This design comes from an exercise in tuning for small area, a short achievable clock period and few clock cycles on the open sky130 flow, not from production work. Only simulation tests tie the RTL to the original design; equivalence was not proved. No activity file was given, so power comes from the tool's default toggle rates.

// pipeline_top
module pipeline_top (clk, rst, imem_addr, imem_rdata, dmem_addr, dmem_wdata, dmem_we, dmem_rdata);
    input clk, rst;
    output [31:0] imem_addr;
    input  [31:0] imem_rdata;
    output [31:0] dmem_addr;
    output [31:0] dmem_wdata;
    output        dmem_we;
    input  [31:0] dmem_rdata;
    reg [31:0] pc;
    reg        e_wen, e_st, e_br;    
    reg        a_w, a_x, a_e;        
    reg        b_w, b_wi, b_x, b_xi, b_e, b_ei, b_t;
    reg        c_w, c_x, c_e;
    reg        e_ld, e_sub;
    reg [1:0]  e_fn;                 
    reg [4:0]  e_rd;
    reg [31:0] e_an, e_bn;           
    reg [31:0] e_t;                  
    reg        w_wen, w_st;          
    reg        w_ld;
    reg [4:0]  w_rd;
    reg [31:0] w_res, w_wd;          
    reg [31:0] x_res;
    wire [31:0] res = w_ld ? dmem_rdata : w_res;
    assign dmem_addr  = w_res;
    assign dmem_wdata = w_wd;
    assign dmem_we    = w_st;
    wire [31:0] a, b, c, sd, alu;
    wire        eq;
    opsel u_opsel (
        .e_an(e_an), .e_bn(e_bn), .e_t(e_t), .w_res(w_res), .x_res(x_res), .res(res),
        .a_w(a_w), .a_x(a_x), .a_e(a_e),
        .b_w(b_w), .b_wi(b_wi), .b_x(b_x), .b_xi(b_xi), .b_e(b_e), .b_ei(b_ei), .b_t(b_t),
        .c_w(c_w), .c_x(c_x), .c_e(c_e),
        .a(a), .b(b), .c(c), .sd(sd)
    );
    alu u_alu (.a(a), .b(b), .cin(e_sub), .fn(e_fn), .y(alu));
    cmp u_cmp (.a(a), .c(c), .eq(eq));
    wire taken = e_br & eq;
    wire [31:0] ins = imem_rdata;
    wire [6:0]  op  = ins[6:0];
    wire [2:0]  f3  = ins[14:12];
    wire [4:0]  rs1 = ins[19:15];
    wire [4:0]  rs2 = ins[24:20];
    wire [4:0]  rd  = ins[11:7];
    wire is_r  = (op == 7'b0110011);
    wire is_lw = (op == 7'b0000011);
    wire is_sw = (op == 7'b0100011);
    wire is_br = (op == 7'b1100011);
    wire jmp   = is_br & (rs1 == rs2);      
    wire [31:0] immI = {{20{ins[31]}}, ins[31:20]};
    wire [31:0] immS = {{20{ins[31]}}, ins[31:25], ins[11:7]};
    wire [12:0] immB = {ins[31], ins[7], ins[30:25], ins[11:8], 1'b0};
    wire [31:0] pc_br, pc_4;
    PC_Adder u_pc_add (.pc(pc), .imm(immB), .pc_br(pc_br), .pc_4(pc_4));
    wire [31:0] rf1n, rf2n;
    register_file u_rf (
        .clk(clk), .rst(rst),
        .we(w_wen), .wa(w_rd), .wd(res),
        .ra1(rs1), .ra2(rs2), .rd1n(rf1n), .rd2n(rf2n)
    );
    wire m1 = e_wen && (e_rd == rs1);
    wire m2 = e_wen && (e_rd == rs2);
  ...
==> flow/config.mk <==
export PLATFORM = sky130hd
export DESIGN_NAME = pipeline_top
export DESIGN_NICKNAME = pipeline_top
export VERILOG_FILES = /design/flow/design.v
export SDC_FILE = /design/flow/constraint.sdc
export NUM_CORES = 8
export LEC_CHECK = 0
export CAP_MARGIN = 20
export CORE_MARGIN = 2
export CORE_UTILIZATION = 40
export CTS_CLUSTER_DIAMETER = 80
export CTS_CLUSTER_SIZE = 30
export PLACE_DENSITY = 0.75
export SETUP_SLACK_MARGIN = 4.95
export SLEW_MARGIN = 20
export SYNTH_HIERARCHICAL = 1
==> flow/constraint.sdc <==
create_clock -name core_clock -period 8.0 [get_ports {clk}]
set_input_delay 1.6000 -clock core_clock [delete_from_list [all_inputs] [get_ports {clk}]]
set_output_delay 1.6000 -clock core_clock [all_outputs]
set_load 0.01 [all_outputs]
standard.sh (not shown) runs the stock make flow with config.mk's settings and CLKGATE_MAP_FILE= SYNTH_SCRIPT=/design/flow/synth_recipe.tcl, a recipe that flattens the netlist after the stock synthesis.
==> flow/flow/run.sh <==
#!/bin/bash
# Layout flow: the standard flow, except for synthesis, where ABC maps
# the operand selection, the ALU, the branch comparison, the register-file
# read slices and the fetch-address adders each
# on its own with a delay-driven script, ORFS's full-adder extraction is off,
# and the register-file read slice is the gate-level netlist in
# rf_read_bit_cells.v (see synth_custom.tcl); and the ports are buffered with buf_2 cells
# (the standard flow picks a delay cell). Everything else is standard.sh
# unchanged. Each step's output goes to a log file here.
set -euo pipefail
W=$PWD
export FAST_MODULES="opsel:400 alu:1200 cmp:500 rf_read_bit:600 PC_Adder:1000"
export GATE_MODULES="rf_read_bit:rf_read_bit_cells.v"
make -C "$FLOW_HOME" DESIGN_CONFIG="$FLOW_CONFIG" WORK_HOME="$W/orfs" CLKGATE_MAP_FILE= \
    SYNTH_SCRIPT="$W/flow/synth_custom.tcl" ADDER_MAP_FILE= synth \
    > "$W/run_synth.log" 2>&1
bash "$W/standard.sh" BUFFER_PORTS_ARGS="-buffer_cell sky130_fd_sc_hd__buf_2" finish > "$W/run_layout.log" 2>&1
Other scripts of this flow, unchanged in this note and not shown: flow/flow/rf_read_bit_cells.v, flow/flow/synth_custom.tcl
The starting point passed the timing, design-rule and antenna checks.
Testbench counts at the start, summed over its fixed seeds: cycles 15,181.
Then changed:
--- a/flow/config.mk
+++ b/flow/config.mk
@@ -9,7 +9,7 @@
 export CORE_MARGIN = 2
 export CORE_UTILIZATION = 40
+export CTS_BUF_LIST = sky130_fd_sc_hd__clkbuf_8 sky130_fd_sc_hd__clkbuf_16
 export CTS_CLUSTER_DIAMETER = 80
 export CTS_CLUSTER_SIZE = 30
-export PLACE_DENSITY = 0.75
 export SETUP_SLACK_MARGIN = 4.95
 export SLEW_MARGIN = 20
After rerunning:
- register-to-register slack gets better by 0.03 ns
- worst hold slack gets better by 0.0082 ns
- wire length went up by 4.2%
- sequential share of layout area went up by 0.10 points
- die area does not change
Then changed:
--- a/flow/config.mk
+++ b/flow/config.mk
@@ -9,5 +9,4 @@
 export CORE_MARGIN = 2
 export CORE_UTILIZATION = 40
-export CTS_BUF_LIST = sky130_fd_sc_hd__clkbuf_8 sky130_fd_sc_hd__clkbuf_16
 export CTS_CLUSTER_DIAMETER = 80
 export CTS_CLUSTER_SIZE = 30
Result: The changed run ran to the end with no violations. Final area is about the same. Critical path depth is unchanged. Cell count barely changes. Via count stays flat.

Another version of the RTL of pipeline_top (not shown whole).
Size: about 1300 flip-flops, about 160 I/O pins.
export LEC_CHECK = 0
export CAP_MARGIN = 20
export CORE_MARGIN = 2
export CORE_UTILIZATION = 40
export CTS_CLUSTER_DIAMETER = 80
export CTS_CLUSTER_SIZE = 30
export SETUP_SLACK_MARGIN = 4.95
export SLEW_MARGIN = 20
export SYNTH_HIERARCHICAL = 1
create_clock -name core_clock -period 8.0 [get_ports {clk}]
==> flow/flow/run.sh <==
#!/bin/bash
# Layout flow: the standard flow, except for synthesis, where ABC maps
# the operand selection, the ALU, the branch comparison, the register-file
# read slices and the fetch-address adders each
# on its own with a delay-driven script, and ORFS's full-adder extraction is
# off (see synth_custom.tcl); and the ports are buffered with buf_2 cells
# (the standard flow picks a delay cell). Everything else is standard.sh
# unchanged. Each step's output goes to a log file here.
set -euo pipefail
W=$PWD
export FAST_MODULES="opsel:400 alu:1200 cmp:500 rf_read_bit:600 PC_Adder:1000"
make -C "$FLOW_HOME" DESIGN_CONFIG="$FLOW_CONFIG" WORK_HOME="$W/orfs" CLKGATE_MAP_FILE= \
    SYNTH_SCRIPT="$W/flow/synth_custom.tcl" ADDER_MAP_FILE= synth \
    > "$W/run_synth.log" 2>&1
bash "$W/standard.sh" BUFFER_PORTS_ARGS="-buffer_cell sky130_fd_sc_hd__buf_2" finish > "$W/run_layout.log" 2>&1
==> flow/flow/synth_custom.tcl <==
set ::custom_synth_file [info script]
# The standard flow's synthesis (synth_recipe.tcl), except that ABC maps each module named
# in FAST_MODULES (entries NAME:DELAY_PS) with a delay-driven script aiming at
# that delay; the rest of the design is mapped as ORFS does.
proc synth {args} { yosys synth -nofsm -noshare {*}$args }

proc abc {args} {
  set i [lsearch -exact $args -script]
  set sel "*"
  foreach entry $::env(FAST_MODULES) {
    lassign [split $entry :] m d
    set script [file join $::env(OBJECTS_DIR) abc_fast_$m.script]
    set fp [open $script w]
    puts $fp "strash\ndch\nmap -D $d\ntopo\nbuffer -c\nupsize -c -D $d\ndnsize -c -D $d"
    close $fp
    puts "custom abc: module $m mapped for a delay of $d ps"
    yosys abc {*}[lreplace $args [expr {$i + 1}] [expr {$i + 1}] $script] $m
    append sel " $m %d"
  }
  yosys abc {*}$args {*}$sel
}
source $::env(SCRIPTS_DIR)/synth.tcl
# left out here: clear keep_hierarchy, flatten, clean up, hide names made inside functions, write 1_2_yosys.v
Testbench counts at the start, summed over its fixed seeds: cycles 15,181.
Change:
Settings changed: SETUP_SLACK_MARGIN 4.95 to 4.8.
Outcome: Count of clock-buffer cells in the layout grows by 2; design area shrinks by 1.3%; cell count barely changes; area after synthesis stays the same; core utilization shrinks by 0.60 points; power shrinks by 0.69%; setup slack is worse by 0.098 ns; clock skew grows by 0.0057 ns.

Starting RTL as in the previous note.
Settings: LEC_CHECK=0, CAP_MARGIN=20, CORE_MARGIN=2, CORE_UTILIZATION=40, CTS_CLUSTER_DIAMETER=80, CTS_CLUSTER_SIZE=30, SETUP_SLACK_MARGIN=4.95, SLEW_MARGIN=20, SYNTH_HIERARCHICAL=1; clock period 8.0 ns.
==> flow/flow/run.sh <==
#!/bin/bash
# Layout flow: the standard flow, except for synthesis, where ABC maps
# the operand selection, the ALU, the branch comparison, the register-file
# read slices and the fetch-address adders each
# on its own with a delay-driven script, ORFS's full-adder extraction is off,
# and the register-file read slice is the gate-level netlist in
# rf_read_bit_cells.v (see synth_custom.tcl); and the ports are buffered with buf_2 cells
# (the standard flow picks a delay cell). Everything else is standard.sh
# unchanged. Each step's output goes to a log file here.
set -euo pipefail
W=$PWD
export FAST_MODULES="opsel:400 alu:1200 cmp:500 rf_read_bit:600 PC_Adder:1000"
export GATE_MODULES="rf_read_bit:rf_read_bit_cells.v"
make -C "$FLOW_HOME" DESIGN_CONFIG="$FLOW_CONFIG" WORK_HOME="$W/orfs" CLKGATE_MAP_FILE= \
    SYNTH_SCRIPT="$W/flow/synth_custom.tcl" ADDER_MAP_FILE= synth \
    > "$W/run_synth.log" 2>&1
bash "$W/standard.sh" BUFFER_PORTS_ARGS="-buffer_cell sky130_fd_sc_hd__buf_2" finish > "$W/run_layout.log" 2>&1
Other scripts of this flow, unchanged in this note and not shown: flow/flow/rf_read_bit_cells.v, flow/flow/synth_custom.tcl
The first run finished clean.
Testbench counts at the start, summed over its fixed seeds: cycles 15,181.
Change:
- CORE_UTILIZATION: 40 -> 55
Area after synthesis does not change.
Core utilization rose by 16 points.
Routed wire length fell slightly.
Sequential cell count stays the same.
Cell area fell slightly.
Sequential share of layout area rose by 0.89 points.
Setup slack is worse by 0.11 ns.
Change:
- CORE_UTILIZATION: 55 -> 40
- SETUP_SLACK_MARGIN: 4.95 -> 5
Effect: The changed run went through all stages and came out clean; count of clock-buffer cells in the layout rises by 1; power is higher by about 2.2%; non-clock buffer count rises by 25; wire length rises by 5.6%; design area went up by about 1.8%; hold slack loses 0.0057 ns; sequential power fell by about 0.5%.

separate check: timing with driven ports:
Ports are ideal in the flow. The routed layouts listed here were re-timed in OpenROAD. Step 1 assumes that a clkbuf_16 drives the clock port and a buf_2 every other input. Step 2 times the ports against the registers' clock, not the clock port: input delays grow and output delays shrink by t, the midpoint of the rising clock arrivals with the driver on. Three values: no drivers, after step 1, after step 2; two values: the first two.
| run | t, ns | slack for setup (ns) | worst hold slack (ns) | worst setup path at the end | pins driven straight from the clock port |
|---|---|---|---|---|---|
| the first run of note 1 | 0.794 | 4.840 / 4.796 / 4.002 | 0.360 / 0.360 / 0.360 | input to register | 1 |
| the second run of note 1 | 0.791 | 4.818 / 4.862 / 4.071 | 0.368 / 0.368 / 0.368 | input to register | 1 |
| the third run of note 1 | 0.795 | 4.859 / 4.881 / 4.088 | 0.367 / 0.367 / 0.367 | input to register | 1 |
| the first run of note 2 | 0.791 | 4.875 / 4.882 / 4.111 | 0.358 / 0.358 / 0.358 | input to register | 1 |
| the second run of note 2 | 0.778 | 4.778 / 4.702 / 4.071 | 0.366 / 0.366 / 0.366 | input to register | 1 |
| the first run of note 3 | 0.802 | 4.860 / 4.850 / 4.048 | 0.363 / 0.363 / 0.363 | input to register | 1 |
| the second run of note 3 | 0.782 | 4.754 / 4.641 / 3.860 | 0.372 / 0.372 / 0.372 | input to register | 1 |
| the third run of note 3 | 0.819 | 4.811 / 4.737 / 3.919 | 0.367 / 0.367 / 0.367 | input to register | 1 |
After both steps every run listed still meets setup and hold. For the second run of note 3, which loses most, drivers alone change the setup slack by -0.113 ns; drivers and shift together by -0.894 ns.
